What follows belongs to an exercise in optimizing a design on an open flow for small area; a production flow would make more cautious choices.
Only simulation tests tie the RTL to the original design; equivalence was not proved.
Power figures rest on the tool's default switching activity, not on a simulated workload.

==> flow/design.v <==
module bcell(clk, w, wn, cd, s);
	input clk, w, wn, cd;
	output reg s;
	always @(posedge clk)
		s <= ~((s | w) & (wn | cd));
endmodule
module aoi222(a1, b1, a2, b2, a3, b3, y);
	input a1, b1, a2, b2, a3, b3;
	output y;
	assign y = ~((a1 & b1) | (a2 & b2) | (a3 & b3));
endmodule
module aoi22(a1, b1, a2, b2, y);
	input a1, b1, a2, b2;
	output y;
	assign y = ~((a1 & b1) | (a2 & b2));
endmodule
module nand4(a, b, c, d, y);
	input a, b, c, d;
	output y;
	assign y = ~(a & b & c & d);
endmodule
module nand3(a, b, c, y);
	input a, b, c;
	output y;
	assign y = ~(a & b & c);
endmodule
module nand2(a, b, y);
	input a, b;
	output y;
	assign y = ~(a & b);
endmodule
module or3(a, b, c, y);
	input a, b, c;
	output y;
	assign y = a | b | c;
endmodule
module or2(a, b, y);
	input a, b;
	output y;
	assign y = a | b;
endmodule
module xor2(a, b, y);
	input a, b;
	output y;
	assign y = a ^ b;
endmodule
module nor2(a, b, y);
	input a, b;
	output y;
	assign y = ~(a | b);
endmodule
module rd32(sel, d, ph, y);
	input [31:0] sel, d;
	input ph;
	output y;
	wire [11:0] t;
	wire [2:0] u;
	wire v;
	genvar k;
	generate
		for (k = 0; k < 10; k = k + 1) begin : g
			aoi222 a(.a1(sel[3*k]), .b1(d[3*k]), .a2(sel[3*k+1]), .b2(d[3*k+1]),
			         .a3(sel[3*k+2]), .b3(d[3*k+2]), .y(t[k]));
		end
	endgenerate
	nand2 a10(.a(sel[30]), .b(d[30]), .y(t[10]));
	nand2 a11(.a(sel[31]), .b(d[31]), .y(t[11]));
	nand4 n0(.a(t[0]), .b(t[1]), .c(t[2]), .d(t[3]), .y(u[0]));
	nand4 n1(.a(t[4]), .b(t[5]), .c(t[6]), .d(t[7]), .y(u[1]));
	nand4 n2(.a(t[8]), .b(t[9]), .c(t[10]), .d(t[11]), .y(u[2]));
	or3 o(.a(u[0]), .b(u[1]), .c(u[2]), .y(v));
	xor2 x(.a(v), .b(ph), .y(y));
endmodule
module rd16(sel, d, ph, y);
	input [15:0] sel, d;
	input ph;
	output y;
	wire [5:0] t;
	wire [1:0] u;
	wire v;
	genvar k;
	generate
		for (k = 0; k < 5; k = k + 1) begin : g
			aoi222 a(.a1(sel[3*k]), .b1(d[3*k]), .a2(sel[3*k+1]), .b2(d[3*k+1]),
			         .a3(sel[3*k+2]), .b3(d[3*k+2]), .y(t[k]));
		end
	endgenerate
	nand2 a5(.a(sel[15]), .b(d[15]), .y(t[5]));
	nand3 n0(.a(t[0]), .b(t[1]), .c(t[2]), .y(u[0]));
	nand3 n1(.a(t[3]), .b(t[4]), .c(t[5]), .y(u[1]));
	or2 o(.a(u[0]), .b(u[1]), .y(v));
	xor2 x(.a(v), .b(ph), .y(y));
endmodule
module and2(a, b, y);
	input a, b;
	output y;
	assign y = a & b;
endmodule
module inv(a, y);
	input a;
	output y;
	assign y = ~a;
endmodule
module xnor2(a, b, y);
	input a, b;
	output y;
	assign y = ~(a ^ b);
endmodule
module cddrv(a, b, y);
	input a, b;
	output y;
	wire t;
	xnor2 x(.a(a), .b(b), .y(t));
	inv i(.a(t), .y(y));
endmodule
module srow #(parameter W = 16) (clk, w, wn, cd, s);
	input clk, w, wn;
	input [W-1:0] cd;
	output [W-1:0] s;
	genvar b;
	generate
		for (b = 0; b < W; b = b + 1) begin : g
			bcell c(.clk(clk), .w(w), .wn(wn), .cd(cd[b]), .s(s[b]));
		end
	endgenerate
endmodule
module pre2(a, y, yn);
	input [1:0] a;
	output [3:0] y, yn;
	assign y = 4'b0001 << a;
	assign yn = ~y;
endmodule
module pre2n(a, yn);
	input [1:0] a;
	output [3:0] yn;
	assign yn = ~(4'b0001 << a);
endmodule
module pre3(a, en, y, yn);
	input [2:0] a;
	input en;
	output [7:0] y, yn;
	assign y = {7'd0, en} << a;
	assign yn = ~y;
endmodule
module pre3n(a, en, yn);
	input [2:0] a;
	input en;
	output [7:0] yn;
	assign yn = ~({7'd0, en} << a);
endmodule
module pre2en(a, en, y, yn);
	input [1:0] a;
	input en;
	output [3:0] y, yn;
	assign y = {3'd0, en} << a;
	assign yn = ~y;
endmodule
module pre2enn(a, en, yn);
	input [1:0] a;
	input en;
	output [3:0] yn;
	assign yn = ~({3'd0, en} << a);
endmodule
module pre2p(a, y);
	input [1:0] a;
	output [3:0] y;
	assign y = 4'b0001 << a;
endmodule
module pre3p(a, en, y);
	input [2:0] a;
	input en;
	output [7:0] y;
	assign y = {7'd0, en} << a;
endmodule
module pre2enp(a, en, y);
	input [1:0] a;
	input en;
	output [3:0] y;
	assign y = {3'd0, en} << a;
endmodule
module dec5w(a, en, y, yn);
	input [4:0] a;
	input en;
	output [31:0] y, yn;
	wire [3:0] l, ln;
	wire [7:0] h, hn;
	pre2 pl(.a(a[1:0]), .y(l), .yn(ln));
	pre3 ph(.a(a[4:2]), .en(en), .y(h), .yn(hn));
	genvar i;
	generate
		for (i = 0; i < 32; i = i + 1) begin : g
			nor2 p(.a(ln[i%4]), .b(hn[i/4]), .y(y[i]));
			nand2 n(.a(l[i%4]), .b(h[i/4]), .y(yn[i]));
		end
	endgenerate
endmodule
module dec5r(a, en, y);
	input [4:0] a;
	input en;
	output [31:0] y;
	wire [3:0] ln;
	wire [7:0] hn;
	pre2n pl(.a(a[1:0]), .yn(ln));
	pre3n ph(.a(a[4:2]), .en(en), .yn(hn));
	genvar i;
	generate
		for (i = 0; i < 32; i = i + 1) begin : g
			nor2 p(.a(ln[i%4]), .b(hn[i/4]), .y(y[i]));
		end
	endgenerate
endmodule
module dec4w(a, en, y, yn);
	input [3:0] a;
	input en;
	output [15:0] y, yn;
	wire [3:0] l, ln, h, hn;
	pre2 pl(.a(a[1:0]), .y(l), .yn(ln));
	pre2en ph(.a(a[3:2]), .en(en), .y(h), .yn(hn));
	genvar i;
	generate
		for (i = 0; i < 16; i = i + 1) begin : g
			nor2 p(.a(ln[i%4]), .b(hn[i/4]), .y(y[i]));
			nand2 n(.a(l[i%4]), .b(h[i/4]), .y(yn[i]));
		end
	endgenerate
endmodule
module dec4r(a, en, y);
	input [3:0] a;
	input en;
	output [15:0] y;
	wire [3:0] ln, hn;
	pre2n pl(.a(a[1:0]), .yn(ln));
	pre2enn ph(.a(a[3:2]), .en(en), .yn(hn));
	genvar i;
	generate
		for (i = 0; i < 16; i = i + 1) begin : g
			nor2 p(.a(ln[i%4]), .b(hn[i/4]), .y(y[i]));
		end
	endgenerate
endmodule
module dec5ws(a, en, y, yn);
	input [4:0] a;
	input en;
	output [31:0] y, yn;
	wire [3:0] l;
	wire [7:0] h;
	pre2p pl(.a(a[1:0]), .y(l));
	pre3p ph(.a(a[4:2]), .en(en), .y(h));
	genvar i;
	generate
		for (i = 0; i < 32; i = i + 1) begin : g
			nand2 n(.a(l[i%4]), .b(h[i/4]), .y(yn[i]));
			inv p(.a(yn[i]), .y(y[i]));
		end
	endgenerate
endmodule
module dec5rs(a, en, y);
	input [4:0] a;
	input en;
	output [31:0] y;
	wire [3:0] l;
	wire [7:0] h;
	pre2p pl(.a(a[1:0]), .y(l));
	pre3p ph(.a(a[4:2]), .en(en), .y(h));
	genvar i;
	generate
		for (i = 0; i < 32; i = i + 1) begin : g
			and2 p(.a(l[i%4]), .b(h[i/4]), .y(y[i]));
		end
	endgenerate
endmodule
module dec4ws(a, en, y, yn);
	input [3:0] a;
	input en;
	output [15:0] y, yn;
	wire [3:0] l, h;
	pre2p pl(.a(a[1:0]), .y(l));
	pre2enp ph(.a(a[3:2]), .en(en), .y(h));
	genvar i;
	generate
		for (i = 0; i < 16; i = i + 1) begin : g
			nand2 n(.a(l[i%4]), .b(h[i/4]), .y(yn[i]));
			inv p(.a(yn[i]), .y(y[i]));
		end
	endgenerate
endmodule
module dec4rs(a, en, y);
	input [3:0] a;
	input en;
	output [15:0] y;
	wire [3:0] l, h;
	pre2p pl(.a(a[1:0]), .y(l));
	pre2enp ph(.a(a[3:2]), .en(en), .y(h));
	genvar i;
	generate
		for (i = 0; i < 16; i = i + 1) begin : g
			and2 p(.a(l[i%4]), .b(h[i/4]), .y(y[i]));
		end
	endgenerate
endmodule
module ha(a, b, s, co);
	input a, b;
	output s, co;
	assign {co, s} = a + b;
endmodule
module fa(a, b, c, s, co);
	input a, b, c;
	output s, co;
	assign {co, s} = a + b + c;
endmodule
module a21o(a, b, c, y);
	input a, b, c;
	output y;
	assign y = (a & b) | c;
endmodule
module aluout(g, p, s, kor, klog, kar, y);
	input g, p, s, kor, klog, kar;
	output y;
	assign y = (klog & (g | (kor & p))) | (kar & s);
endmodule
module processor(clk, rst_n, load, dload, laddr, insload, loadreg, reg_addr, reg_load,
                 pc_out, rf_we, rf_waddr, rf_wdata, dm_we, dm_addr, dm_wdata);
	input clk;
	input rst_n;
	input load,dload;
	input [15:0]laddr;
	input [15:0]insload;
	input loadreg;
	input [3:0]reg_addr;
	input [15:0]reg_load;
	output [15:0]pc_out;
	output rf_we;
	output [3:0]rf_waddr;
	output [15:0]rf_wdata;
	output dm_we;
	output [15:0]dm_addr;
	output [15:0]dm_wdata;
	reg ph;
	always @(posedge clk) ph <= ~ph;
	wire phr = ph & rst_n;
	reg [15:0] pc, ins, A, B, mrd;
	reg regload, memread, memwrite, inputofand;
	reg [2:0] aluop;
	reg c_m0, c_m1, c_m2;
	genvar i, b;
	wire [4:0] lE = laddr[5:1] + {4'd0, laddr[0]};
	wire [4:0] lO = laddr[5:1];
	wire [7:0] lhi = insload[15:8], llo = insload[7:0];
	wire [7:0] dE = laddr[0] ? llo : lhi;
	wire [7:0] dO = laddr[0] ? lhi : llo;
	wire [7:0] cdE, cdO;
	generate for (i = 0; i < 8; i = i + 1) begin : ci
		cddrv de(.a(dE[i]), .b(ph), .y(cdE[i]));
		cddrv do_(.a(dO[i]), .b(ph), .y(cdO[i]));
	end endgenerate
	wire [31:0] wE, wEn, wO, wOn;
	dec5w dwE(.a(lE), .en(load), .y(wE), .yn(wEn));
	dec5w dwO(.a(lO), .en(load), .y(wO), .yn(wOn));
	wire [4:0] pE = pc[5:1] + {4'd0, pc[0]};
	wire [4:0] pO = pc[5:1];
	wire [31:0] rselE, rselO;
	dec5r drE(.a(pE), .en(rst_n), .y(rselE));
	dec5r drO(.a(pO), .en(rst_n), .y(rselO));
	wire [7:0] qE [0:31];
	wire [7:0] qO [0:31];
	generate
		for (i = 0; i < 32; i = i + 1) begin : im
			srow #(8) e(.clk(clk), .w(wE[i]), .wn(wEn[i]), .cd(cdE), .s(qE[i]));
			srow #(8) o(.clk(clk), .w(wO[i]), .wn(wOn[i]), .cd(cdO), .s(qO[i]));
		end
	endgenerate
	wire [7:0] bE, bO;
	generate
		for (b = 0; b < 8; b = b + 1) begin : imr
			wire [31:0] cE, cO;
			for (i = 0; i < 32; i = i + 1) begin : c
				assign cE[i] = qE[i][b];
				assign cO[i] = qO[i][b];
			end
			rd32 re(.sel(rselE), .d(cE), .ph(phr), .y(bE[b]));
			rd32 ro(.sel(rselO), .d(cO), .ph(phr), .y(bO[b]));
		end
	endgenerate
	wire [15:0] fetch = pc[0] ? {bO, bE} : {bE, bO};
	wire [15:0] wext = {11'd0, ins[3], ins[3:0]};
	wire [15:0] y = c_m0 ? wext : B;
	wire sub = aluop[0] & aluop[1];
	wire klog = ~aluop[1];
	wire kor = aluop[0];
	wire kar = aluop[1] & ~aluop[2];
	wire kslt = aluop[2];
	wire [15:0] yb = y ^ {16{sub}};
	wire [15:0] p, g, s;
	wire [16:0] c;
	wire [15:0] alu;
	assign c[0] = sub;
	generate
		for (i = 0; i < 16; i = i + 1) begin : al
			ha h(.a(A[i]), .b(yb[i]), .s(p[i]), .co(g[i]));
			a21o cy(.a(p[i]), .b(c[i]), .c(g[i]), .y(c[i+1]));
			xor2 sx(.a(p[i]), .b(c[i]), .y(s[i]));
			if (i == 0) begin : b0
				wire o;
				aluout u(.g(g[i]), .p(p[i]), .s(s[i]), .kor(kor), .klog(klog), .kar(kar), .y(o));
				assign alu[0] = o | (kslt & ~c[16]);
			end else begin : bn
				aluout u(.g(g[i]), .p(p[i]), .s(s[i]), .kor(kor), .klog(klog), .kar(kar), .y(alu[i]));
			end
		end
	endgenerate
	wire c_and = inputofand & ~(&p);
	wire [4:0] m = c_and ? wext[4:0] : 5'd0;
	wire [5:0] off = {1'b0, m} + 6'd2;
	wire [15:0] pcadd;
	wire [15:0] pc_c;
	ha pa0(.a(pc[0]), .b(off[0]), .s(pcadd[0]), .co(pc_c[0]));
	generate
		for (i = 1; i < 16; i = i + 1) begin : pa
			if (i < 6) begin : f
				fa f(.a(pc[i]), .b(off[i]), .c(pc_c[i-1]), .s(pcadd[i]), .co(pc_c[i]));
			end else begin : h
				ha h(.a(pc[i]), .b(pc_c[i-1]), .s(pcadd[i]), .co(pc_c[i]));
			end
		end
	endgenerate
	wire [15:0] pcn = c_m2 ? {pc[15:13], ins[11:0], 1'b0} : pcadd;
	wire [15:0] reginput = c_m1 ? alu : mrd;
	wire rfwe = loadreg | (regload & rst_n);
	wire [3:0] rfwa = loadreg ? reg_addr : ins[3:0];
	wire [15:0] rfwd = loadreg ? reg_load : reginput;
	wire [15:0] cdR;
	generate for (i = 0; i < 16; i = i + 1) begin : cr
		cddrv d(.a(rfwd[i]), .b(ph), .y(cdR[i]));
	end endgenerate
	wire [15:0] wR, wRn, rselA, rselB;
	dec4ws dwR(.a(rfwa), .en(rfwe), .y(wR), .yn(wRn));
	dec4rs drA(.a(ins[11:8]), .en(rst_n), .y(rselA));
	dec4rs drB(.a(ins[7:4]), .en(rst_n), .y(rselB));
	wire [15:0] qR [0:15];
	generate
		for (i = 0; i < 16; i = i + 1) begin : rf
			srow #(16) r(.clk(clk), .w(wR[i]), .wn(wRn[i]), .cd(cdR), .s(qR[i]));
		end
	endgenerate
	wire [15:0] nA, nB;
	generate
		for (b = 0; b < 16; b = b + 1) begin : rfr
			wire [15:0] cc;
			for (i = 0; i < 16; i = i + 1) begin : c_
				assign cc[i] = qR[i][b];
			end
			rd16 ra(.sel(rselA), .d(cc), .ph(phr), .y(nA[b]));
			rd16 rb(.sel(rselB), .d(cc), .ph(phr), .y(nB[b]));
		end
	endgenerate
	wire dmwe = dload | (memwrite & rst_n);
	wire [4:0] dmwa = dload ? laddr[4:0] : alu[4:0];
	wire [15:0] dmwd = dload ? insload : B;
	wire [15:0] cdD;
	generate for (i = 0; i < 16; i = i + 1) begin : cdm
		cddrv d(.a(dmwd[i]), .b(ph), .y(cdD[i]));
	end endgenerate
	wire [31:0] wD, wDn, rselD;
	dec5ws dwD(.a(dmwa), .en(dmwe), .y(wD), .yn(wDn));
	dec5rs drD(.a(alu[4:0]), .en(rst_n), .y(rselD));
	wire [15:0] qD [0:31];
	generate
		for (i = 0; i < 32; i = i + 1) begin : dm
			srow #(16) r(.clk(clk), .w(wD[i]), .wn(wDn[i]), .cd(cdD), .s(qD[i]));
		end
	endgenerate
	wire [15:0] nD;
	generate
		for (b = 0; b < 16; b = b + 1) begin : dmr
			wire [31:0] cc;
			for (i = 0; i < 32; i = i + 1) begin : c_
				assign cc[i] = qD[i][b];
			end
			rd32 rd(.sel(rselD), .d(cc), .ph(phr), .y(nD[b]));
		end
	endgenerate
	always @(posedge clk) begin
		pc  <= rst_n ? pcn : 16'd0;
		ins <= fetch;
		A   <= nA;
		B   <= nB;
		if (!rst_n || memread)
			mrd <= nD;
	end
	always @(posedge clk) begin
		if (!rst_n) begin
			regload <= 0; memread <= 0; memwrite <= 0; inputofand <= 0;
			aluop <= 3'd0; c_m0 <= 0; c_m1 <= 0; c_m2 <= 0;
		end else begin
			case (ins[15:12])
				4'd0, 4'd1, 4'd2, 4'd6, 4'd7: begin
					regload <= 1; memread <= 0; memwrite <= 0; inputofand <= 0;
					aluop <= (ins[15:12] == 4'd6) ? 3'd3 : ins[14:12];
					c_m0 <= 0; c_m1 <= 1; c_m2 <= 0;
				end
				4'd8: begin
					regload <= 1; memread <= 1; memwrite <= 0; inputofand <= 0;
					aluop <= 3'd2; c_m0 <= 1; c_m1 <= 0; c_m2 <= 0;
				end
				4'd10: begin
					regload <= 0; memread <= 0; memwrite <= 1; inputofand <= 0;
					aluop <= 3'd2; c_m0 <= 1; c_m2 <= 0;
				end
				4'd14: begin
					regload <= 0; memread <= 0; memwrite <= 0; inputofand <= 1;
					aluop <= 3'd7; c_m0 <= 0; c_m2 <= 0;
				end
				4'd15: begin
					regload <= 0; memread <= 0; memwrite <= 0; c_m2 <= 1;
				end
				default: ;
			endcase
		end
	end
	assign pc_out = pc;
	assign rf_we = rfwe;
	assign rf_waddr = rfwa;
	assign rf_wdata = rfwd;
	assign dm_we = memwrite & rst_n;
	assign dm_addr = alu;
	assign dm_wdata = B;
endmodule
==> flow/flow/run.sh <==
#!/bin/bash
# Layout flow: the standard synthesis and ORFS steps (standard.sh), with
# a few settings changed for area:
#  - ports are buffered with buf_1 instead of the default port buffer,
#  - buffers that ABC inserted are removed before placement (the resizer
#    re-buffers where slew or capacitance needs it),
#  - the clock tree is built without dummy balancing loads,
#  - after global routing, gates off the critical paths are downsized
#    (ORFS's power recovery, which also recovers area).
# Each step's full log is in orfs/logs/; make's own output is in flow_*.log.
set -euo pipefail
bash standard.sh synth > flow_synth.log 2>&1
bash standard.sh \
  REMOVE_ABC_BUFFERS=1 \
  "BUFFER_PORTS_ARGS=-buffer_cell sky130_fd_sc_hd__buf_1" \
  "CTS_ARGS=-sink_clustering_enable -repair_clock_nets -buf_list sky130_fd_sc_hd__clkbuf_16 -sink_clustering_size 25 -sink_clustering_max_diameter 100 -dont_use_dummy_load" \
  RECOVER_POWER=100 \
  finish > flow_layout.log 2>&1
==> flow/standard.sh <==
#!/bin/bash
# synth_recipe.tcl (not shown) runs the flow's synth.tcl, then flattens the netlist and writes it again
# the make line also repeats each setting of config.mk as NAME=value (left out here)
make -C /OpenROAD-flow-scripts/flow DESIGN_CONFIG=/design/flow/config.mk WORK_HOME=/design/flow/orfs CLKGATE_MAP_FILE= SYNTH_SCRIPT=/design/flow/synth_recipe.tcl "${@:-finish}"
==> flow/config.mk <==
export PLATFORM = sky130hd
export DESIGN_NAME = processor
export DESIGN_NICKNAME = processor
export VERILOG_FILES = /design/flow/design.v
export SDC_FILE = /design/flow/constraint.sdc
export NUM_CORES = 4
export LEC_CHECK = 0
export CAP_MARGIN = 20
export CORE_MARGIN = 2
export CORE_UTILIZATION = 45
export CTS_BUF_LIST = sky130_fd_sc_hd__clkbuf_16
export CTS_CLUSTER_DIAMETER = 100
export CTS_CLUSTER_SIZE = 25
export GPL_TIMING_DRIVEN = 0
export SLEW_MARGIN = 20
export SYNTH_HIERARCHICAL = 1
export SYNTH_MINIMUM_KEEP_SIZE = 0
==> flow/constraint.sdc <==
create_clock -name core_clock -period 10.0 [get_ports {clk}]
set_input_delay 2.0000 -clock core_clock [delete_from_list [all_inputs] [get_ports {clk}]]
set_output_delay 2.0000 -clock core_clock [all_outputs]
set_load 0.01 [all_outputs]
==> flow_summary.json, run 1 <==
{
  "cts_buffers": 61,
  "drtIter0Drc": 6683,
  "grt_max_degree": 38,
  "period_share": 0.9216,
  "synth_warnings": 8,
  "overflow": 0,
  "clk_latency_ns": 0.73,
  "swShare": 0.3951,
  "p_clk_frac": 0.145,
  "drive_gt1_frac": 0.03229,
  "critPathCapture": "mrd[8]",
  "fp-row-count": 121,
  "r2r_cells": 27,
  "max_slew_margin": -0.2613,
  "drcViolationCount": 0,
  "outcome": "complete, but fails checks",
  "cp.arrival_ns": 9.64,
  "core-area_sq_um": 108400,
  "period_needed_ns": 9.216,
  "drt-total-wl_um": 171100,
  "die_area_sq_um": 111600,
  "regArea_sq_um": 27610,
  "portBuffers": 116,
  "reg2reg_to": "mrd[8]",
  "nNetsFinal": 4743,
  "rsz0062_at_grt": "false",
  "n_fill_cell": 10180,
  "timing.fmax_ghz": 0.1085,
  "syn_avg_cell_area_sq_um": 10.92,
  "clk_pin_slew_ns": 0.10,
  "io_pins": 127,
  "gp_congestion": 0.9000,
  "synth-seq-area-share": 0.5633,
  "synth_seq_cells": 1371,
  "drv_slew": 78,
  "maxCapViolCount": 4,
  "setup_tns_ns": 0,
  "finalHoldViolCount": 0,
  "tritoncts": "yes",
  "multiInputGateArea_sq_um": 20810,
  "hold_class": "reg -> reg",
  "place_inst": 5997,
  "critical_path_class": "reg -> reg",
  "startpoint_type": "flip-flop",
  "grt_pass1_vias": 39370,
  "leakage_nw": 19.05,
  "h-tree-depth": 2,
  "cts_root_buf": "clkbuf_16",
  "grt_pass1_wl_um": 253700,
  "ys_async_sr_fraction": 0,
  "clock-sinks": 1371,
  "dr_total_vias": 42970,
  "ctsResizeCount": 0,
  "critPathRequiredTime_ns": 10.43,
  "grt_antenna_before_repair": 6,
  "final_cells": 6062,
  "path_max_fanout": 18,
  "power-per-cell-area_nw_per_um2": 364.6,
  "synthToLayoutAreaGrowth_pct": 7.506,
  "place_hpwl_um": 111900,
  "ys_types": 64,
  "clock_skew_ns": 0.07636,
  "grtUsageTotal": 0.2922,
  "clockBufferDepth": 3,
  "setup_viol": 0,
  "antenna_left": 0,
  "synth_edf_count": 16,
  "timing.rr.start": "aluop[0]",
  "wl_per_cell_um": 28.22,
  "viasPerCell": 7.088,
  "p_sw_mw": 7.590,
  "end_kind": "flip-flop",
  "netlist_area_sq_um": 49010,
  "startpoint": "aluop[0]",
  "worstMarginPinSlew_ns": 1.892,
  "post_cts_buffers": 0,
  "ctsHoldBuffers": 0,
  "drt_pass1_iterations": 10,
  "peakVddDrop_uv": 180.7,
  "fp.dieH_um": 334.0,
  "pwr-share-comb": 0.358,
  "syn_inst": 4488,
  "r2r_slack_ns": 0.78,
  "synthFlopType": "dfxtp_1",
  "fp.dieW_um": 334.0,
  "p_int_mw": 11.62,
  "seq_power_share": 0.498,
  "initial_utilization": 0.4521,
  "so_faults": "max-capacitance violations, max-slew violations"
}
## modules after synthesis (local to each module, per instance), a selection
module	cells	flip-flops and latches	times used	cell area [sq um]
pre2	8	0	2	46.29
pre2enp	4	0	3	37.54
pre2p	4	0	5	26.28
pre2n	4	0	2	22.52
ha	1	0	27	12.51
aoi222	1	0	480	10.01
and2	1	0	64	6.256
nand2	1	0	208	3.754
## per-stage QoR
| step | setup slack, ns | utilization | power, mW | hold WS [ns] | instance area, sq um |
|---|---|---|---|---|---|
| CTS | 1.464 | 0.4870 | 18.98 | 0.4453 | 52790 |
| finish | 0.7845 | 0.4861 | 19.21 | 0.4453 | 52690 |
| global route | 0.6348 | 0.4860 | 20.09 | 0.4552 | 52690 |
| detailed placement | 1.715 | 0.4729 | 16.26 | 0.4358 | 51260 |
| global placement | -2.024 | 0.4707 | 16.03 | 0.4280 | 51030 |
| floorplan | 3.153 | - | 13.44 | 0.4206 | 48820 |
## cell usage after synthesis, types with 10 or more instances
master / n / area share
a21o_1: 18 / 0.0028
a222oi_1: 480 / 0.098
a22oi_1: 17 / 0.0026
and2_1: 68 / 0.0087
and4bb_2: 10 / 0.0026
buf_2: 14 / 0.0014
dfxtp_1: 1355 / 0.55
edfxtp_1: 16 / 0.0098
ha_1: 33 / 0.0084
inv_1: 101 / 0.0077
mux2_1: 48 / 0.011
mux2_2: 10 / 0.0023
mux2i_1: 36 / 0.0074
nand2_1: 252 / 0.019
nand2b_1: 10 / 0.0013
nand3_1: 87 / 0.0089
nand4_1: 103 / 0.013
nand4b_1: 12 / 0.0021
nand4bb_1: 12 / 0.0028
nor2_1: 160 / 0.012
nor2b_1: 22 / 0.0028
o21ai_1: 17 / 0.0017
o22ai_1: 1280 / 0.16
or2_1: 38 / 0.0049
or3_1: 32 / 0.0041
xnor2_1: 63 / 0.011
xor2_1: 87 / 0.016
## power by group through the flow
stage	clock, mW	combinational (mW)	sequential, mW
5_1_grt	3.02	7.26	9.81
4_1_cts	2.83	6.66	9.48
6_report	2.78	6.87	9.56
2_1_floorplan	0	4.31	9.13
3_5_place_dp	0	6.66	9.60
3_3_place_gp	0	6.47	9.55
## sequential cells by signal, summed over array words and instances, names as in the netlist, 3 cells and up
name        count
rf.r.g.c.s    256
dm.r.g.c.s    512
ins            16
aluop           3
im.e.g.c.s    256
mrd            16
B              16
A              16
im.o.g.c.s    256
pc             16
## routing by layer
layer	part of all wire	global-route usage	vias up
met5	0.000076	0	-
met4	0.034	0.09028	2
met3	0.11	0.06320	329
met2	0.43	0.4347	2369
met1	0.43	0.4216	21140
li1	-	-	19130
## cell usage in the layout, fill, tap and decap left out, types with 12 or more instances in the layout
| master | count |
|---|---|
| o21ai_0 | 15 |
| ha_1 | 33 |
| nand2_1 | 253 |
| nand4bb_1 | 12 |
| nand4_1 | 103 |
| nand3_1 | 87 |
| a222oi_1 | 480 |
| and2_1 | 67 |
| xor2_1 | 87 |
| xnor2_1 | 63 |
| or3_1 | 32 |
| or2_1 | 38 |
| edfxtp_1 | 16 |
| o22ai_1 | 1280 |
| mux2i_1 | 36 |
| mux2_1 | 49 |
| dfxtp_1 | 1355 |
| a21o_1 | 18 |
| inv_2 | 24 |
| buf_1 | 107 |
| nor2b_1 | 20 |
| clkbuf_16 | 61 |
| a22oi_1 | 17 |
| inv_1 | 77 |
| nor2_1 | 159 |
| nand4b_1 | 12 |
## worst min path at each step
| stage | cells after the start | end | startpoint | slack [ns] |
|---|---|---|---|---|
| 2_1_floorplan | 1 | dm[0].r.g[0].c.s | dm[0].r.g[0].c.s | 0.42 |
| 3_3_place_gp | 1 | dm[18].r.g[7].c.s | dm[18].r.g[7].c.s | 0.43 |
| 3_5_place_dp | 1 | dm[15].r.g[14].c.s | dm[15].r.g[14].c.s | 0.44 |
| 4_1_cts | 1 | dm[18].r.g[7].c.s | dm[18].r.g[7].c.s | 0.45 |
| 5_1_grt | 1 | dm[20].r.g[6].c.s | dm[20].r.g[6].c.s | 0.46 |
| 6_report | 1 | dm[1].r.g[4].c.s | dm[1].r.g[4].c.s | 0.45 |
## worst max-delay path, stage by stage (launching register included)
cell      delay, ns
dfxtp_1        0.83
nand2_1        0.86
xor2_1         0.39
ha_1           0.37
a21o_1         0.22
a21o_1         0.18
a21o_1         0.18
a21o_1         0.20
a21o_1         0.21
a21o_1         0.19
a21o_1         0.18
a21o_1         0.20
a21o_1         0.20
a21o_1         0.18
a21o_1         0.19
a21o_1         0.19
a21o_1         0.18
a21o_1         0.18
a21o_1         0.18
a21o_1         0.18
inv_1          0.07
a21o_1         0.47
nor2_1         0.39
and2_0         0.64
a222oi_1       0.71
nand4_1        0.44
or3_1          0.52
xor2_1         0.16
## cells by family after synthesis
kind of cell | Yosys count | share of synthesized area
XOR/XNOR | 150 | 0.02681
AND/OR/NAND/NOR | 865 | 0.09487
multiplexers | 94 | 0.02068
AO/OA/AOI/OAI | 1836 | 0.2722
buffers and inverters | 134 | 0.01172
adder cells (fa/ha/maj) | 38 | 0.01047
flip-flops | 1371 | 0.5633
## area by class of cell
| cell class | count | share of cell area |
|---|---|---|
| sequential | 1371 | 0.5240 |
| multi-input combinational | 2983 | 0.3950 |
| tap | 1414 | 0.03358 |
| clock buffer | 61 | 0.02897 |
| timing repair buffer | 128 | 0.01107 |
| inverter | 103 | 0.007338 |
| antenna | 2 | 0.00009499 |
==> inputs of run 2 (changes only) <==
--- a/flow/design.v
+++ b/flow/design.v
@@ -11,7 +11,2 @@
 endmodule
-module aoi22(a1, b1, a2, b2, y);
-	input a1, b1, a2, b2;
-	output y;
-	assign y = ~((a1 & b1) | (a2 & b2));
-endmodule
 module nand4(a, b, c, d, y);
@@ -126,7 +121,6 @@
 endmodule
-module pre2(a, y, yn);
-	input [1:0] a;
-	output [3:0] y, yn;
-	assign y = 4'b0001 << a;
-	assign yn = ~y;
+module nand2b(a, bn, y);
+	input a, bn;
+	output y;
+	assign y = ~(a & ~bn);
 endmodule
@@ -137,9 +131,2 @@
 endmodule
-module pre3(a, en, y, yn);
-	input [2:0] a;
-	input en;
-	output [7:0] y, yn;
-	assign y = {7'd0, en} << a;
-	assign yn = ~y;
-endmodule
 module pre3n(a, en, yn);
@@ -148,16 +135,15 @@
 	output [7:0] yn;
-	assign yn = ~({7'd0, en} << a);
-endmodule
-module pre2en(a, en, y, yn);
-	input [1:0] a;
-	input en;
-	output [3:0] y, yn;
-	assign y = {3'd0, en} << a;
-	assign yn = ~y;
-endmodule
-module pre2enn(a, en, yn);
-	input [1:0] a;
-	input en;
-	output [3:0] yn;
-	assign yn = ~({3'd0, en} << a);
+	wire [3:0] q;
+	wire [1:0] e;
+	wire enn;
+	pre2p pq(.a(a[1:0]), .y(q));
+	inv ie(.a(en), .y(enn));
+	nor2 e0(.a(enn), .b(a[2]), .y(e[0]));
+	and2 e1(.a(en), .b(a[2]), .y(e[1]));
+	genvar k;
+	generate
+		for (k = 0; k < 8; k = k + 1) begin : g
+			nand2 h(.a(q[k%4]), .b(e[k/4]), .y(yn[k]));
+		end
+	endgenerate
 endmodule
@@ -166,3 +152,9 @@
 	output [3:0] y;
-	assign y = 4'b0001 << a;
+	wire [1:0] an;
+	inv i0(.a(a[0]), .y(an[0]));
+	inv i1(.a(a[1]), .y(an[1]));
+	nor2 g0(.a(a[1]), .b(a[0]), .y(y[0]));
+	nor2 g1(.a(a[1]), .b(an[0]), .y(y[1]));
+	nor2 g2(.a(an[1]), .b(a[0]), .y(y[2]));
+	nor2 g3(.a(an[1]), .b(an[0]), .y(y[3]));
 endmodule
@@ -172,3 +164,16 @@
 	output [7:0] y;
-	assign y = {7'd0, en} << a;
+	wire [3:0] qn;
+	wire [1:0] en_n;
+	or2 q0(.a(a[1]), .b(a[0]), .y(qn[0]));
+	nand2b q1(.a(a[0]), .bn(a[1]), .y(qn[1]));
+	nand2b q2(.a(a[1]), .bn(a[0]), .y(qn[2]));
+	nand2 q3(.a(a[1]), .b(a[0]), .y(qn[3]));
+	nand2b e0(.a(en), .bn(a[2]), .y(en_n[0]));
+	nand2 e1(.a(en), .b(a[2]), .y(en_n[1]));
+	genvar k;
+	generate
+		for (k = 0; k < 8; k = k + 1) begin : g
+			nor2 h(.a(qn[k%4]), .b(en_n[k/4]), .y(y[k]));
+		end
+	endgenerate
 endmodule
@@ -180,18 +185,2 @@
 endmodule
-module dec5w(a, en, y, yn);
-	input [4:0] a;
-	input en;
-	output [31:0] y, yn;
-	wire [3:0] l, ln;
-	wire [7:0] h, hn;
-	pre2 pl(.a(a[1:0]), .y(l), .yn(ln));
-	pre3 ph(.a(a[4:2]), .en(en), .y(h), .yn(hn));
-	genvar i;
-	generate
-		for (i = 0; i < 32; i = i + 1) begin : g
-			nor2 p(.a(ln[i%4]), .b(hn[i/4]), .y(y[i]));
-			nand2 n(.a(l[i%4]), .b(h[i/4]), .y(yn[i]));
-		end
-	endgenerate
-endmodule
 module dec5r(a, en, y);
@@ -211,31 +200,2 @@
 endmodule
-module dec4w(a, en, y, yn);
-	input [3:0] a;
-	input en;
-	output [15:0] y, yn;
-	wire [3:0] l, ln, h, hn;
-	pre2 pl(.a(a[1:0]), .y(l), .yn(ln));
-	pre2en ph(.a(a[3:2]), .en(en), .y(h), .yn(hn));
-	genvar i;
-	generate
-		for (i = 0; i < 16; i = i + 1) begin : g
-			nor2 p(.a(ln[i%4]), .b(hn[i/4]), .y(y[i]));
-			nand2 n(.a(l[i%4]), .b(h[i/4]), .y(yn[i]));
-		end
-	endgenerate
-endmodule
-module dec4r(a, en, y);
-	input [3:0] a;
-	input en;
-	output [15:0] y;
-	wire [3:0] ln, hn;
-	pre2n pl(.a(a[1:0]), .yn(ln));
-	pre2enn ph(.a(a[3:2]), .en(en), .yn(hn));
-	genvar i;
-	generate
-		for (i = 0; i < 16; i = i + 1) begin : g
-			nor2 p(.a(ln[i%4]), .b(hn[i/4]), .y(y[i]));
-		end
-	endgenerate
-endmodule
 module dec5ws(a, en, y, yn);
@@ -356,4 +316,4 @@
 	wire [31:0] wE, wEn, wO, wOn;
-	dec5w dwE(.a(lE), .en(load), .y(wE), .yn(wEn));
-	dec5w dwO(.a(lO), .en(load), .y(wO), .yn(wOn));
+	dec5ws dwE(.a(lE), .en(load), .y(wE), .yn(wEn));
+	dec5ws dwO(.a(lO), .en(load), .y(wO), .yn(wOn));
 	wire [4:0] pE = pc[5:1] + {4'd0, pc[0]};
--- a/flow/flow/run.sh
+++ b/flow/flow/run.sh
@@ -6,5 +6,3 @@
 #    re-buffers where slew or capacitance needs it),
-#  - the clock tree is built without dummy balancing loads,
-#  - after global routing, gates off the critical paths are downsized
-#    (ORFS's power recovery, which also recovers area).
+#  - the clock tree is built without dummy balancing loads.
 # Each step's full log is in orfs/logs/; make's own output is in flow_*.log.
@@ -16,3 +14,2 @@
   "CTS_ARGS=-sink_clustering_enable -repair_clock_nets -buf_list sky130_fd_sc_hd__clkbuf_16 -sink_clustering_size 25 -sink_clustering_max_diameter 100 -dont_use_dummy_load" \
-  RECOVER_POWER=100 \
   finish > flow_layout.log 2>&1
==> flow_summary.json, run 2 <==
{
  "ctsResizeCount": 0,
  "fp.dieW_um": 332.7,
  "synth.most_common_cell": "dfxtp_1",
  "antenna_left": 0,
  "drt-total-wl_um": 173800,
  "synth_edf_count": 16,
  "rsz0062_at_grt": "false",
  "end_kind": "output pin",
  "cts_root_buf": "clkbuf_16",
  "maxCapViolCount": 0,
  "synth_warnings": 8,
  "n_fill_cell": 9955,
  "max_slew_margin": 0.2328,
  "clock-sinks": 1371,
  "portBuffers": 116,
  "drcViolationCount": 0,
  "hold_class": "reg -> reg",
  "synth.top_cells.by_area": "dfxtp_1 (56%), o22ai_1 (16%), a222oi_1 (9.9%)",
  "cp.arrival_ns": 6.79,
  "die_area_sq_um": 110700,
  "critPathRequiredTime_ns": 8.00,
  "clockBufferDepth": 3,
  "cts_buffers": 61,
  "path_max_fanout": 18,
  "dr_total_vias": 42640,
  "grt_max_degree": 42,
  "post_cts_buffers": 0,
  "gp_congestion": 0.9031,
  "synth-seq-area-share": 0.5680,
  "critical_path_class": "reg -> out",
  "synth_largest_area_cell": "dfxtp_1",
  "outcome": "finished clean",
  "grt_antenna_before_repair": 9,
  "clk_pin_slew_ns": 0.08,
  "largest_reg_flops": 512,
  "leakage_nw": 19.69,
  "ys_async_sr_fraction": 0,
  "ctsHoldBuffers": 0,
  "drtIter0Drc": 6940,
  "netlist_area_sq_um": 48610,
  "core-area_sq_um": 107100,
  "syn_avg_cell_area_sq_um": 10.77,
  "clock_skew_ns": 0.1007,
  "peakVddDrop_uv": 249.7,
  "grtUsageTotal": 0.2970,
  "io_pins": 127,
  "setup_tns_ns": 0,
  "grt_pass1_vias": 38610,
  "grt_pass1_wl_um": 254500,
  "period_needed_ns": 8.790,
  "timing.fmax_ghz": 0.1138,
  "wl_per_cell_um": 28.57,
  "finalHoldViolCount": 0,
  "tritoncts": "yes",
  "yosysTopAreaCellShare": 0.5581,
  "top_register": "dm.r.g.c.s",
  "synthToLayoutAreaGrowth_pct": 7.911,
  "viasPerCell": 7.010,
  "synthFlopType": "dfxtp_1",
  "drt_pass1_iterations": 10,
  "fp.dieH_um": 332.7,
  "worstMarginPinSlew_ns": 1.147,
  "synth_seq_cells": 1371,
  "initial_utilization": 0.4540,
  "h-tree-depth": 2,
  "power-per-cell-area_nw_per_um2": 368.8,
  "nNetsFinal": 4773,
  "clk_latency_ns": 0.74,
  "p_total_mw": 19.34,
  "place_hpwl_um": 114000,
  "synth_top_cells_by_count": "dfxtp_1 (1,355), o22ai_1 (1,280), a222oi_1 (480), nand2_1 (274), inv_1 (185)",
  "ys_types": 51,
  "drive_gt1_frac": 0.02930,
  "layout_commonest_cell": "dfxtp_1",
  "setup_viol": 0,
  "syn_inst": 4512,
  "drv_slew": 0,
  "startpoint_type": "flip-flop",
  "fp-row-count": 120,
  "r2r_slack_ns": 1.24,
  "period_share": 0.8790,
  "overflow": 0,
  "mostFrequentLayoutCells": "dfxtp_1 (1,353), o22ai_1 (1,280), a222oi_1 (480), nand2_1 (274), nor2_1 (156)"
}
run 2: cell types whose count changed after synthesis, sizes merged, moves of 8 or more:
cell	delta
nand2b	+8
nand2	+22
and4b	-12
inv	+84
nor2b	-9
and4bb	-12
nand4b	-12
nand4bb	-12
run 2: through the flow:
stage	setup WS, ns	cells	hold slack [ns]	cell area [sq um]	util
global placement	-1.141	6008	0.4288	50650	0.4731
floorplan	3.153	4489	0.4206	48460	-
finish	1.210	6082	0.4440	52450	0.4899
detailed placement	1.652	6018	0.4358	50910	0.4756
CTS	1.292	6079	0.4459	52440	0.4899
global route	0.9949	6079	0.4520	52440	0.4899
run 2: area by class of cell:
type / instances / area [sq um] / area share
Tap cell: 1403 / 1755 / 0.03347
Sequential cell: 1371 / 27610 / 0.5264
Timing Repair Buffer: 126 / 685.7 / 0.01307
Multi-Input combinational cell: 2931 / 20160 / 0.3844
Antenna cell: 3 / 7.507 / 0.0001431
Inverter: 187 / 701.9 / 0.01338
Clock buffer: 61 / 1526 / 0.02910
run 2: worst max-delay path, cell delays in order, from the launching register on:
cell and delay, ns:
dfxtp_1 0.83, nand2_2 0.54, xor2_1 0.31, ha_1 0.36, a21o_1 0.22, a21o_1 0.18, a21o_1 0.18, a21o_1 0.19
a21o_1 0.18, a21o_1 0.18, a21o_1 0.18, a21o_1 0.18, a21o_1 0.18, a21o_1 0.18, a21o_1 0.19, a21o_1 0.24
a21o_1 0.21, a21o_1 0.18, a21o_1 0.18, a21o_1 0.18, inv_2 0.06, a211oi_1 0.09, o31ai_1 0.63, buf_1 0.23
run 2: worst paths after layout:
kind	from	endpoint	depth (start not counted)
hold / removal	dm[6].r.g[2].c.s	dm[6].r.g[2].c.s	1
setup / recovery	aluop[0]	rf_wdata[0]	23
hold reg to reg	dm[6].r.g[2].c.s	dm[6].r.g[2].c.s	1
setup reg to reg	aluop[0]	mrd[3]	27
run 2: cell families after synthesis:
group           count (synthesis)  share of synthesized area
compound gates               1836                     0.2744
xor+xnor                      150                    0.02703
buf+inv                       210                    0.01748
simple gates                  813                    0.08168
flops                        1371                     0.5680
mux                            94                    0.02085
fa+ha+maj                      38                    0.01055
run 2: where the power goes:
part | leakage, nW | internal (mW) | switching (mW)
clock network | 0.752 | 1.09 | 1.72
registers | 11.7 | 7.96 | 1.59
logic | 7.19 | 2.54 | 4.44
run 2: modules after synthesis, one instance, submodules excluded, excerpt:
module / cell area [sq um] / copies in the design / cells
pre2n: 22.52 / 2 / 4
xnor2: 8.758 / 48 / 1
bcell: 26.28 / 1280 / 2
or2: 6.256 / 36 / 1
or3: 6.256 / 32 / 1
xor2: 8.758 / 80 / 1
nor2: 3.754 / 134 / 1
run 2: routing by layer:
metal | global-route usage | share of wire
met2 | 0.4432 | 0.43
met1 | 0.4324 | 0.44
met4 | 0.09178 | 0.033
met3 | 0.05632 | 0.10
met5 | 0 | 0.00040
==> inputs of run 3 (changes only) <==
--- a/flow/config.mk
+++ b/flow/config.mk
@@ -13,3 +13,2 @@
 export CTS_CLUSTER_SIZE = 25
-export GPL_TIMING_DRIVEN = 0
 export SLEW_MARGIN = 20
==> flow_summary.json, run 3 <==
{
  "outcome": "finished clean",
  "r2r_cells": 27,
  "wl_per_cell_um": 27.59,
  "finalHoldViolCount": 0,
  "max_stage_delay_ns": 0.84,
  "cts_root_buf": "clkbuf_16",
  "timing.fmax_ghz": 0.1148,
  "grtUsageTotal": 0.2931,
  "clock_skew_ns": 0.1005,
  "overflow": 0,
  "drtIter0Drc": 6854,
  "leakage_nw": 19.94,
  "ys_async_sr_fraction": 0,
  "ctsResizeCount": 0,
  "hold_depth": 1,
  "core-area_sq_um": 107100,
  "crit_path_frequent_cell": "a21o_1",
  "fp.dieW_um": 332.7,
  "io_pins": 127,
  "grt_antenna_before_repair": 8,
  "drv_slew": 0,
  "antenna_left": 0,
  "period_needed_ns": 8.709,
  "fp.dieH_um": 332.7,
  "initial_utilization": 0.4540,
  "clockBufferDepth": 3,
  "synth_top_cells_by_count": "dfxtp_1 (1,355), o22ai_1 (1,280), a222oi_1 (480), nand2_1 (274), inv_1 (185)",
  "placedInstanceArea_sq_um": 51200,
  "crit_chain": "nand2_2 > xor2_1 > ha_1 > a21o_1 > a21o_1 > a21o_1 > a21o_1 > a21o_1 > a21o_1 > a21o_1 > a21o_1 > a21o_1 > a21o_1 > a21o_1 > a21o_1 > a21o_1 > a21o_1 > a21o_1 > a21o_1 > inv_2 > a211oi_1 > o31ai_1 > buf_1",
  "ys_types": 51,
  "peakVddDrop_uv": 194.0,
  "synth_edf_count": 16,
  "maxCapViolCount": 0,
  "place_hpwl_um": 113000,
  "grt_max_degree": 49,
  "synth_largest_area_cell": "dfxtp_1",
  "dr_total_vias": 42730,
  "synth-seq-area-share": 0.5680,
  "hold_class": "reg -> reg",
  "top_register": "dm.r.g.c.s",
  "synthToLayoutAreaGrowth_pct": 8.487,
  "end_kind": "output pin",
  "synth.most_common_cell": "dfxtp_1",
  "syn_avg_cell_area_sq_um": 10.77,
  "synth.top_cells.by_area": "dfxtp_1 (56%), o22ai_1 (16%), a222oi_1 (9.9%)",
  "die_area_sq_um": 110700,
  "r2r_slack_ns": 1.49,
  "rsz0062_at_grt": "false",
  "cp.arrival_ns": 6.71,
  "worst_hold_path.endpoint": "ph",
  "period_share": 0.8709,
  "netlist_area_sq_um": 48610,
  "portBuffers": 116,
  "grt_pass1_vias": 39060,
  "path_max_fanout": 18,
  "drive_gt1_frac": 0.03398,
  "clk_latency_ns": 0.74,
  "largest_reg_flops": 512,
  "max_slew_margin": 0.1856,
  "setup_tns_ns": 0,
  "hold_slack_ns": 0.4362,
  "cpMaxStageDelayCell": "dfxtp_1",
  "critPathRequiredTime_ns": 8.00,
  "synth_seq_cells": 1371,
  "gp_congestion": 0.9274,
  "reg2reg_to": "dm[5].r.g[2].c.s",
  "tritoncts": "yes",
  "clock-sinks": 1371,
  "final_cells": 6143,
  "p_total_mw": 19.25,
  "cts_buffers": 61,
  "synthFlopType": "dfxtp_1",
  "final_area_sq_um": 52730,
  "place_inst": 6080,
  "ctsHoldBuffers": 0,
  "drt_pass1_iterations": 14,
  "yosysTopAreaCellShare": 0.5581,
  "layout_commonest_cell": "dfxtp_1",
  "mostFrequentLayoutCells": "dfxtp_1 (1,354), o22ai_1 (1,280), a222oi_1 (480), nand2_1 (274), inv_1 (185)",
  "worstMarginPinSlew_ns": 1.217,
  "fp-row-count": 120,
  "setup_viol": 0,
  "timing.rr.start": "aluop[0]",
  "clk_pin_slew_ns": 0.10,
  "critical_path_class": "reg -> out",
  "synth_warnings": 8,
  "post_cts_buffers": 0,
  "viasPerCell": 6.956,
  "h-tree-depth": 2,
  "power-per-cell-area_nw_per_um2": 365.0,
  "drcViolationCount": 0,
  "startpoint_type": "flip-flop",
  "syn_inst": 4512,
  "nNetsFinal": 4835,
  "min_from": "ph",
  "grt_pass1_wl_um": 253400,
  "drt-total-wl_um": 169500
}
[run 3: report_power, final]
group          switching (mW)  total [mW]  internal, mW
registers                1.57        9.53          7.96
logic                    4.36        6.92          2.56
clock network            1.71        2.80          1.09
total                    7.64        19.2          11.6
[run 3: logic make-up after synthesis]
family / synth area share
buf+inv: 0.01748
compound gates: 0.2744
mux: 0.02085
xor+xnor: 0.02703
fa+ha+maj: 0.01055
flops: 0.5680
simple gates: 0.08168
[run 3: worst max path at each step]
stage / depth (start not counted) / slack [ns] / start / to
floorplan: 23 / 3.15 / aluop[0] / rf_wdata[15]
global placement: 27 / 1.98 / aluop[0] / dm[5].r.g[4].c.s
CTS: 23 / 1.34 / aluop[0] / rf_wdata[0]
detailed placement: 27 / 1.89 / aluop[0] / dm[5].r.g[4].c.s
finish: 23 / 1.29 / aluop[0] / rf_wdata[0]
global route: 23 / 1.01 / aluop[0] / rf_wdata[0]
[run 3: per-module statistics from Yosys (local to each module, per instance), excerpt]
module,copies in the design,cells inside,flops+latches
bcell,1280,2,1
pre2n,2,4,0
nand2,232,1,0
inv,180,1,0
nand4,96,1,0
aoi222,480,1,0
or3,32,1,0
pre2enp,3,4,0
ha,27,1,0
or2,36,1,0
processor,1,376,91
aluout,16,3,0
[run 3: routing by layer]
layer	up-vias	GRT usage	part of all wire
li1	19100	-	-
met1	21080	0.4322	0.44
met2	2265	0.4314	0.42
met3	275	0.05760	0.10
met4	6	0.08559	0.030
met5	-	0	0.00020
[run 3: layout make-up]
class | instances | area [sq um]
fill | 9946 | 54320
sequential | 1371 | 27610
multi-input combinational | 2931 | 20160
tap | 1403 | 1755
clock buffer | 61 | 1526
timing repair buffer | 188 | 977.2
inverter | 187 | 701.9
antenna | 2 | 5.005
[run 3: worst max-delay path: cells and delay by family, from the launching register on]
| kind | cells | cell delay (ns) |
|---|---|---|
| AND/OR/NAND/NOR | 1 | 0.55 |
| flip-flops | 1 | 0.84 |
| adder cells (fa/ha/maj) | 1 | 0.35 |
| buffers and inverters | 2 | 0.26 |
| AO/OA/AOI/OAI | 18 | 3.66 |
| XOR/XNOR | 1 | 0.30 |
[run 3: stage by stage]
stage,setup WS [ns],util
after floorplan,3.153,-
after global placement,1.976,0.4783
after detailed placement,1.888,0.4783
after CTS,1.340,0.4925
after global routing,1.013,0.4925
final,1.291,0.4926
==> inputs of run 4 (changes only) <==
--- a/flow/flow/run.sh
+++ b/flow/flow/run.sh
@@ -13,3 +13,3 @@
   "BUFFER_PORTS_ARGS=-buffer_cell sky130_fd_sc_hd__buf_1" \
-  "CTS_ARGS=-sink_clustering_enable -repair_clock_nets -buf_list sky130_fd_sc_hd__clkbuf_16 -sink_clustering_size 25 -sink_clustering_max_diameter 100 -dont_use_dummy_load" \
+  "CTS_ARGS=-sink_clustering_enable -repair_clock_nets -buf_list sky130_fd_sc_hd__clkbuf_16 -sink_clustering_size 30 -sink_clustering_max_diameter 80 -dont_use_dummy_load" \
   finish > flow_layout.log 2>&1
--- a/flow/config.mk
+++ b/flow/config.mk
@@ -11,4 +11,5 @@
 export CTS_BUF_LIST = sky130_fd_sc_hd__clkbuf_16
-export CTS_CLUSTER_DIAMETER = 100
-export CTS_CLUSTER_SIZE = 25
+export CTS_CLUSTER_DIAMETER = 80
+export CTS_CLUSTER_SIZE = 30
+export GPL_TIMING_DRIVEN = 0
 export SLEW_MARGIN = 20
==> flow_summary.json, run 4 <==
{
  "grt_antenna_before_repair": 8,
  "clk_latency_ns": 0.74,
  "synth-seq-area-share": 0.5680,
  "synthToLayoutAreaGrowth_pct": 7.648,
  "hold_slack_ns": 0.4423,
  "path_max_fanout": 18,
  "min_from": "dm[7].r.g[0].c.s",
  "synthFlopType": "dfxtp_1",
  "portBuffers": 116,
  "ys_async_sr_fraction": 0,
  "period_needed_ns": 8.819,
  "drive_gt1_frac": 0.02826,
  "leakage_nw": 19.63,
  "period_share": 0.8819,
  "top_usage_layer": "met2",
  "p_total_mw": 19.21,
  "synth.most_common_cell": "dfxtp_1",
  "clockBufferDepth": 3,
  "mostFrequentLayoutCells": "dfxtp_1 (1,353), o22ai_1 (1,280), a222oi_1 (480), nand2_1 (274), nor2_1 (156)",
  "viasPerCell": 7.026,
  "die_area_sq_um": 110700,
  "rsz0062_at_grt": "false",
  "yosysTopAreaCellShare": 0.5581,
  "outcome": "finished clean",
  "maxCapViolCount": 0,
  "place_hpwl_um": 114000,
  "setup_viol": 0,
  "utilization": 0.4888,
  "top_register": "dm.r.g.c.s",
  "syn_avg_cell_area_sq_um": 10.77,
  "antenna_left": 0,
  "largest_reg_flops": 512,
  "grt_max_degree": 42,
  "wl_per_cell_um": 28.57,
  "critical_path_class": "reg -> out",
  "grtUsageTotal": 0.2963,
  "io_pins": 127,
  "core-area_sq_um": 107100,
  "drtIter0Drc": 7099,
  "post_cts_buffers": 0,
  "synth_largest_area_cell": "dfxtp_1",
  "clock-sinks": 1371,
  "cp.arrival_ns": 6.82,
  "cts_root_buf": "clkbuf_16",
  "startpoint_type": "flip-flop",
  "timing.rr.start": "aluop[0]",
  "fp.dieW_um": 332.7,
  "reg2reg_to": "dm[7].r.g[4].c.s",
  "fp-row-count": 120,
  "syn_inst": 4512,
  "dr_total_vias": 42690,
  "max_slew_margin": 0.2117,
  "grt_pass1_wl_um": 253800,
  "hold_class": "reg -> reg",
  "synth_edf_count": 16,
  "critPathRequiredTime_ns": 8.00,
  "use_met1": 0.4326,
  "met2_usage": 0.4425,
  "setup_tns_ns": 0,
  "final_area_sq_um": 52320,
  "hold_depth": 1,
  "initial_utilization": 0.4540,
  "synth_top_cells_by_count": "dfxtp_1 (1,355), o22ai_1 (1,280), a222oi_1 (480), nand2_1 (274), inv_1 (185)",
  "worstMarginPinSlew_ns": 1.178,
  "ctsResizeCount": 0,
  "finalHoldViolCount": 0,
  "gp_congestion": 0.9031,
  "tritoncts": "yes",
  "nNetsFinal": 4768,
  "drt_pass1_iterations": 10,
  "drv_slew": 0,
  "synth.top_cells.by_area": "dfxtp_1 (56%), o22ai_1 (16%), a222oi_1 (9.9%)",
  "power-per-cell-area_nw_per_um2": 367.2,
  "drcViolationCount": 0,
  "peakVddDrop_uv": 250.2,
  "synth_warnings": 8,
  "placedInstanceArea_sq_um": 50910,
  "grt_pass1_vias": 38570,
  "netlist_area_sq_um": 48610,
  "ys_types": 51,
  "r2r_cells": 27,
  "drt-total-wl_um": 173600,
  "ctsHoldBuffers": 0,
  "timing.fmax_ghz": 0.1134,
  "clock_skew_ns": 0.1095,
  "overflow": 0,
  "gr-usage-met3": 0.05854,
  "worst_hold_path.endpoint": "dm[7].r.g[0].c.s",
  "synth_seq_cells": 1371,
  "cts_buffers": 56,
  "h-tree-depth": 2,
  "clk_pin_slew_ns": 0.10,
  "end_kind": "output pin",
  "fp.dieH_um": 332.7,
  "r2r_slack_ns": 1.20,
  "layout_commonest_cell": "dfxtp_1"
}
[run 4: cell count changes in the layout (fill, tap and decap cells not counted), sizes merged]
cell    before  now
buf        187  126
clkbuf      62   56
[run 4: how the worst max path moves through the flow]
stage                  start           end  depth (start not counted)  slack (ns)
finish              aluop[0]   rf_wdata[0]                         23        1.18
global route        aluop[0]   rf_wdata[0]                         23        0.94
CTS                 aluop[0]   rf_wdata[0]                         23        1.25
detailed placement  aluop[0]        mrd[3]                         27        1.65
global placement       rst_n        ins[9]                          5       -1.14
floorplan           aluop[0]  rf_wdata[15]                         23        3.15
[run 4: final cells by class]
cell class                 count  area (sq um)
timing repair buffer         126         685.7
inverter                     187         701.9
fill                        9969         54730
sequential                  1371         27610
multi-input combinational   2931         20160
antenna                        2         5.005
clock buffer                  56          1401
tap                         1403          1755
[run 4: critical path, stage by stage (launching register included)]
cell,delay (ns)
dfxtp_1,0.84
nand2_2,0.56
xor2_1,0.30
ha_1,0.35
a21o_1,0.22
a21o_1,0.18
a21o_1,0.18
a21o_1,0.19
a21o_1,0.18
a21o_1,0.18
a21o_1,0.18
a21o_1,0.18
a21o_1,0.18
a21o_1,0.18
a21o_1,0.19
a21o_1,0.23
a21o_1,0.20
a21o_1,0.18
a21o_1,0.18
a21o_1,0.18
inv_2,0.06
a211oi_1,0.08
o31ai_1,0.63
buf_1,0.23
[run 4: cells by family after synthesis]
logic type	count (synthesis)	share of synthesized area
AOI/OAI and AO/OA	1836	0.2744
xor gates and xnor gates	150	0.02703
adders and majority gates	38	0.01055
buffers and inverters	210	0.01748
DFF	1371	0.5680
muxes	94	0.02085
and+or+nand+nor	813	0.08168
[run 4: per-module statistics from Yosys (local to each module, per instance), excerpt]
module	times used	flops+latches	area (sq um)	cells
bcell	1280	1	26.28	2
nand3	64	0	5.005	1
nand2b	12	0	6.256	1
xor2	80	0	8.758	1
processor	1	91	4188	376
xnor2	48	0	8.758	1
pre2n	2	0	22.52	4
and2	66	0	6.256	1
aoi222	480	0	10.01	1
nand2	232	0	3.754	1
or2	36	0	6.256	1
pre2enp	3	0	37.54	4
or3	32	0	6.256	1
[run 4: power by group]
part	internal [mW]	switching [mW]
sequential	7.96	1.59
clock	1.00	1.69
combinational	2.54	4.42
[run 4: through the flow]
| stage | instances | worst slack [ns] |
|---|---|---|
| 2_1_floorplan | 4489 | 3.153 |
| 3_3_place_gp | 6008 | -1.141 |
| 3_5_place_dp | 6018 | 1.652 |
| 4_1_cts | 6074 | 1.248 |
| 5_1_grt | 6074 | 0.9397 |
| 6_report | 6076 | 1.181 |
[run 4: routing by layer]
layer,part of all wire,vias up,wire [um]
li1,-,18980,-
met1,0.44,21050,76020
met2,0.43,2326,73950
met3,0.10,320,18010
met4,0.032,6,5553
met5,0.00022,-,38
==> inputs of run 5 (changes only) <==
--- a/flow/design.v
+++ b/flow/design.v
@@ -300,3 +300,3 @@
 	wire phr = ph & rst_n;
-	reg [15:0] pc, ins, A, B, mrd;
+	reg [15:0] pc, ins, A, Bx, mrd;
 	reg regload, memread, memwrite, inputofand;
@@ -345,3 +345,2 @@
 	wire [15:0] wext = {11'd0, ins[3], ins[3:0]};
-	wire [15:0] y = c_m0 ? wext : B;
 	wire sub = aluop[0] & aluop[1];
@@ -351,3 +350,3 @@
 	wire kslt = aluop[2];
-	wire [15:0] yb = y ^ {16{sub}};
+	wire [15:0] yb = c_m0 ? wext : Bx;
 	wire [15:0] p, g, s;
@@ -412,3 +411,3 @@
 			rd16 ra(.sel(rselA), .d(cc), .ph(phr), .y(nA[b]));
-			rd16 rb(.sel(rselB), .d(cc), .ph(phr), .y(nB[b]));
+			rd16 rb(.sel(rselB), .d(cc), .ph(phrs), .y(nB[b]));
 		end
@@ -417,3 +416,3 @@
 	wire [4:0] dmwa = dload ? laddr[4:0] : alu[4:0];
-	wire [15:0] dmwd = dload ? insload : B;
+	wire [15:0] dmwd = dload ? insload : Bx;
 	wire [15:0] cdD;
@@ -445,3 +444,3 @@
 		A   <= nA;
-		B   <= nB;
+		Bx  <= nB;
 		if (!rst_n || memread)
@@ -449,6 +448,11 @@
 	end
-	always @(posedge clk) begin
+	reg regload_n, memread_n, memwrite_n, inputofand_n, c_m0_n, c_m1_n, c_m2_n;
+	reg [2:0] aluop_n;
+	always @(*) begin
+		regload_n = regload; memread_n = memread; memwrite_n = memwrite;
+		inputofand_n = inputofand; aluop_n = aluop;
+		c_m0_n = c_m0; c_m1_n = c_m1; c_m2_n = c_m2;
 		if (!rst_n) begin
-			regload <= 0; memread <= 0; memwrite <= 0; inputofand <= 0;
-			aluop <= 3'd0; c_m0 <= 0; c_m1 <= 0; c_m2 <= 0;
+			regload_n = 0; memread_n = 0; memwrite_n = 0; inputofand_n = 0;
+			aluop_n = 3'd0; c_m0_n = 0; c_m1_n = 0; c_m2_n = 0;
 		end else begin
@@ -456,20 +460,20 @@
 				4'd0, 4'd1, 4'd2, 4'd6, 4'd7: begin
-					regload <= 1; memread <= 0; memwrite <= 0; inputofand <= 0;
-					aluop <= (ins[15:12] == 4'd6) ? 3'd3 : ins[14:12];
-					c_m0 <= 0; c_m1 <= 1; c_m2 <= 0;
+					regload_n = 1; memread_n = 0; memwrite_n = 0; inputofand_n = 0;
+					aluop_n = (ins[15:12] == 4'd6) ? 3'd3 : ins[14:12];
+					c_m0_n = 0; c_m1_n = 1; c_m2_n = 0;
 				end
 				4'd8: begin
-					regload <= 1; memread <= 1; memwrite <= 0; inputofand <= 0;
-					aluop <= 3'd2; c_m0 <= 1; c_m1 <= 0; c_m2 <= 0;
+					regload_n = 1; memread_n = 1; memwrite_n = 0; inputofand_n = 0;
+					aluop_n = 3'd2; c_m0_n = 1; c_m1_n = 0; c_m2_n = 0;
 				end
 				4'd10: begin
-					regload <= 0; memread <= 0; memwrite <= 1; inputofand <= 0;
-					aluop <= 3'd2; c_m0 <= 1; c_m2 <= 0;
+					regload_n = 0; memread_n = 0; memwrite_n = 1; inputofand_n = 0;
+					aluop_n = 3'd2; c_m0_n = 1; c_m2_n = 0;
 				end
 				4'd14: begin
-					regload <= 0; memread <= 0; memwrite <= 0; inputofand <= 1;
-					aluop <= 3'd7; c_m0 <= 0; c_m2 <= 0;
+					regload_n = 0; memread_n = 0; memwrite_n = 0; inputofand_n = 1;
+					aluop_n = 3'd7; c_m0_n = 0; c_m2_n = 0;
 				end
 				4'd15: begin
-					regload <= 0; memread <= 0; memwrite <= 0; c_m2 <= 1;
+					regload_n = 0; memread_n = 0; memwrite_n = 0; c_m2_n = 1;
 				end
@@ -479,2 +483,8 @@
 	end
+	wire phrs = phr ^ (aluop_n[0] & aluop_n[1]);
+	always @(posedge clk) begin
+		regload <= regload_n; memread <= memread_n; memwrite <= memwrite_n;
+		inputofand <= inputofand_n; aluop <= aluop_n;
+		c_m0 <= c_m0_n; c_m1 <= c_m1_n; c_m2 <= c_m2_n;
+	end
 	assign pc_out = pc;
@@ -485,3 +495,3 @@
 	assign dm_addr = alu;
-	assign dm_wdata = B;
+	assign dm_wdata = Bx;
 endmodule
==> flow_summary.json, run 5 <==
{
  "fp-row-count": 120,
  "mostFrequentLayoutCells": "dfxtp_1 (1,353), o22ai_1 (1,280), a222oi_1 (480), nand2_1 (282), inv_1 (160)",
  "clock-sinks": 1371,
  "cts_root_buf": "clkbuf_16",
  "n_fill_cell": 10020,
  "ctsResizeCount": 0,
  "yosysTopAreaCellShare": 0.5606,
  "pwr-share-comb": 0.341,
  "swShare": 0.3876,
  "synth.most_common_cell": "dfxtp_1",
  "wl_per_cell_um": 27.77,
  "netlist_area_sq_um": 48390,
  "nNetsFinal": 4762,
  "overflow": 0,
  "ctsHoldBuffers": 0,
  "core-area_sq_um": 106900,
  "grt_max_degree": 34,
  "clockBufferDepth": 3,
  "grt_pass1_wl_um": 247600,
  "die_area_sq_um": 110200,
  "max_slew_margin": 0.1891,
  "hold_class": "reg -> reg",
  "peakVddDrop_uv": 167.9,
  "antenna_left": 0,
  "viasPerCell": 6.936,
  "drt_pass1_iterations": 10,
  "initial_utilization": 0.4526,
  "synth_largest_area_cell": "dfxtp_1",
  "grtUsageTotal": 0.2891,
  "tritoncts": "yes",
  "ys_async_sr_fraction": 0,
  "io_pins": 127,
  "dp_slack_ns": 1.956,
  "rsz0062_at_grt": "false",
  "synth.top_cells.by_area": "dfxtp_1 (56%), o22ai_1 (17%), a222oi_1 (9.9%)",
  "timing.fmax_ghz": 0.1138,
  "synth_edf_count": 16,
  "power-per-cell-area_nw_per_um2": 357.0,
  "dr_total_vias": 42110,
  "fp.dieH_um": 331.9,
  "syn_inst": 4507,
  "grt_pass1_vias": 38320,
  "synthToLayoutAreaGrowth_pct": 7.755,
  "period_share": 0.8788,
  "cp.arrival_ns": 6.79,
  "outcome": "finished clean",
  "startpoint_type": "flip-flop",
  "end_kind": "output pin",
  "post_cts_buffers": 0,
  "clk_latency_ns": 0.72,
  "largest_reg_flops": 512,
  "place_hpwl_um": 113000,
  "drive_gt1_frac": 0.03751,
  "portBuffers": 116,
  "fp.dieW_um": 331.9,
  "finalHoldViolCount": 0,
  "drtIter0Drc": 6248,
  "synth_seq_cells": 1371,
  "setup_viol": 0,
  "top_register": "dm.r.g.c.s",
  "path_max_fanout": 19,
  "synth-seq-area-share": 0.5705,
  "clock_skew_ns": 0.07140,
  "grt_antenna_before_repair": 5,
  "cts_buffers": 56,
  "worstMarginPinSlew_ns": 1.204,
  "period_needed_ns": 8.788,
  "synth_top_cells_by_count": "dfxtp_1 (1,355), o22ai_1 (1,280), a222oi_1 (480), nand2_1 (282), inv_1 (192)",
  "critical_path_class": "reg -> out",
  "synth_warnings": 8,
  "maxCapViolCount": 0,
  "drt-total-wl_um": 168600,
  "gp_congestion": 0.9046,
  "drv_slew": 0,
  "r2r_slack_ns": 1.93,
  "drcViolationCount": 0,
  "p_clk_frac": 0.144,
  "syn_avg_cell_area_sq_um": 10.74,
  "critPathRequiredTime_ns": 8.00,
  "seq_power_share": 0.514,
  "clk_pin_slew_ns": 0.11,
  "layout_commonest_cell": "dfxtp_1",
  "worst_slack_ns": 1.212,
  "p_sw_mw": 7.214,
  "synthFlopType": "dfxtp_1",
  "ys_types": 43,
  "p_int_mw": 11.40,
  "setup_tns_ns": 0,
  "h-tree-depth": 2,
  "leakage_nw": 19.58
}
## run 5: per-stage QoR
step / util / cells / power, mW / hold slack [ns] / instance area, sq um
after floorplan: - / 4484 / 13.18 / 0.4206 / 48280
after detailed placement: 0.4745 / 6012 / 15.78 / 0.4358 / 50730
after global routing: 0.4877 / 6068 / 19.46 / 0.4577 / 52130
final: 0.4877 / 6071 / 18.61 / 0.4457 / 52140
after CTS: 0.4876 / 6068 / 18.41 / 0.4488 / 52130
after global placement: 0.4721 / 6003 / 15.57 / 0.4284 / 50470
## run 5: worst max-delay path, cell delays in order, from the launching register on
cell	delay, ns
dfxtp_1	0.81
mux2_2	0.41
ha_1	0.34
a21o_1	0.22
a21o_1	0.18
a21o_1	0.18
a21o_1	0.18
a21o_1	0.19
a21o_1	0.18
a21o_1	0.18
a21o_1	0.18
a21o_1	0.19
a21o_1	0.19
a21o_1	0.18
a21o_1	0.18
a21o_1	0.19
a21o_1	0.18
a21o_1	0.19
a21o_1	0.16
inv_1	0.07
a21o_1	0.44
mux2i_1	0.15
o21ai_1	0.69
buf_1	0.21
## run 5: power groups by stage
stage	Sequential, mW	Combinational, mW	Clock [mW]
after floorplan	9.15	4.03	0
after global routing	9.81	6.73	2.91
after global placement	9.57	6.00	0
after detailed placement	9.60	6.18	0
after CTS	9.50	6.18	2.73
final	9.57	6.35	2.69
## run 5: final timing paths
kind                                     endpoint  cells after the start        startpoint
worst max-delay path                  rf_wdata[0]                     23              c_m0
worst min-delay path             im[8].o.g[2].c.s                      1  im[8].o.g[2].c.s
worst max register to register  dm[13].r.g[9].c.s                     26              c_m0
worst min register to register   im[8].o.g[2].c.s                      1  im[8].o.g[2].c.s
## run 5: cell families (layout without fill, tap and decap cells)
logic type                 after synthesis  count (layout)  synth area share
other                                    0               3                 0
and+or+nand+nor                        820             820           0.08189
adders and majority gates               38              38           0.01060
muxes                                   88              88           0.01965
AOI/OAI and AO/OA                     1839            1839            0.2757
DFF                                   1371            1371            0.5705
xor gates and xnor gates               135             135           0.02444
buffers and inverters                  216             374           0.01717
## run 5: layout make-up
cell class / count / area (sq um) / area share
timing repair buffer: 125 / 658.1 / 0.01262
antenna: 3 / 7.507 / 0.0001440
clock buffer: 56 / 1401 / 0.02688
tap: 1403 / 1755 / 0.03367
inverter: 193 / 724.4 / 0.01389
sequential: 1371 / 27610 / 0.5296
multi-input combinational: 2920 / 19980 / 0.3832
## run 5: layer usage
metal  track usage  wire [um]
met1        0.4173      73370
met4       0.09004       5565
met5             0         23
met2        0.4376      73410
met3       0.05272      16210
## run 5: Yosys stat by module, one instance, submodules excluded, excerpt
module  cells  area [sq um]  flops+latches  copies in the design
bcell       2         26.28              1                  1280
xnor2       1         8.758              0                    48
aoi222      1         10.01              0                   480
inv         1         3.754              0                   180
nand3       1         5.005              0                    64
pre2n       4         22.52              0                     2
and2        1         6.256              0                    66

Setup slack of run 5, layout unchanged: 1.212 ns with ideal ports, 1.142 ns with driving cells assumed (clock clkbuf_16, inputs buf_2), 1.900 ns with port delays also shifted by the 0.758 ns mid clock arrival.
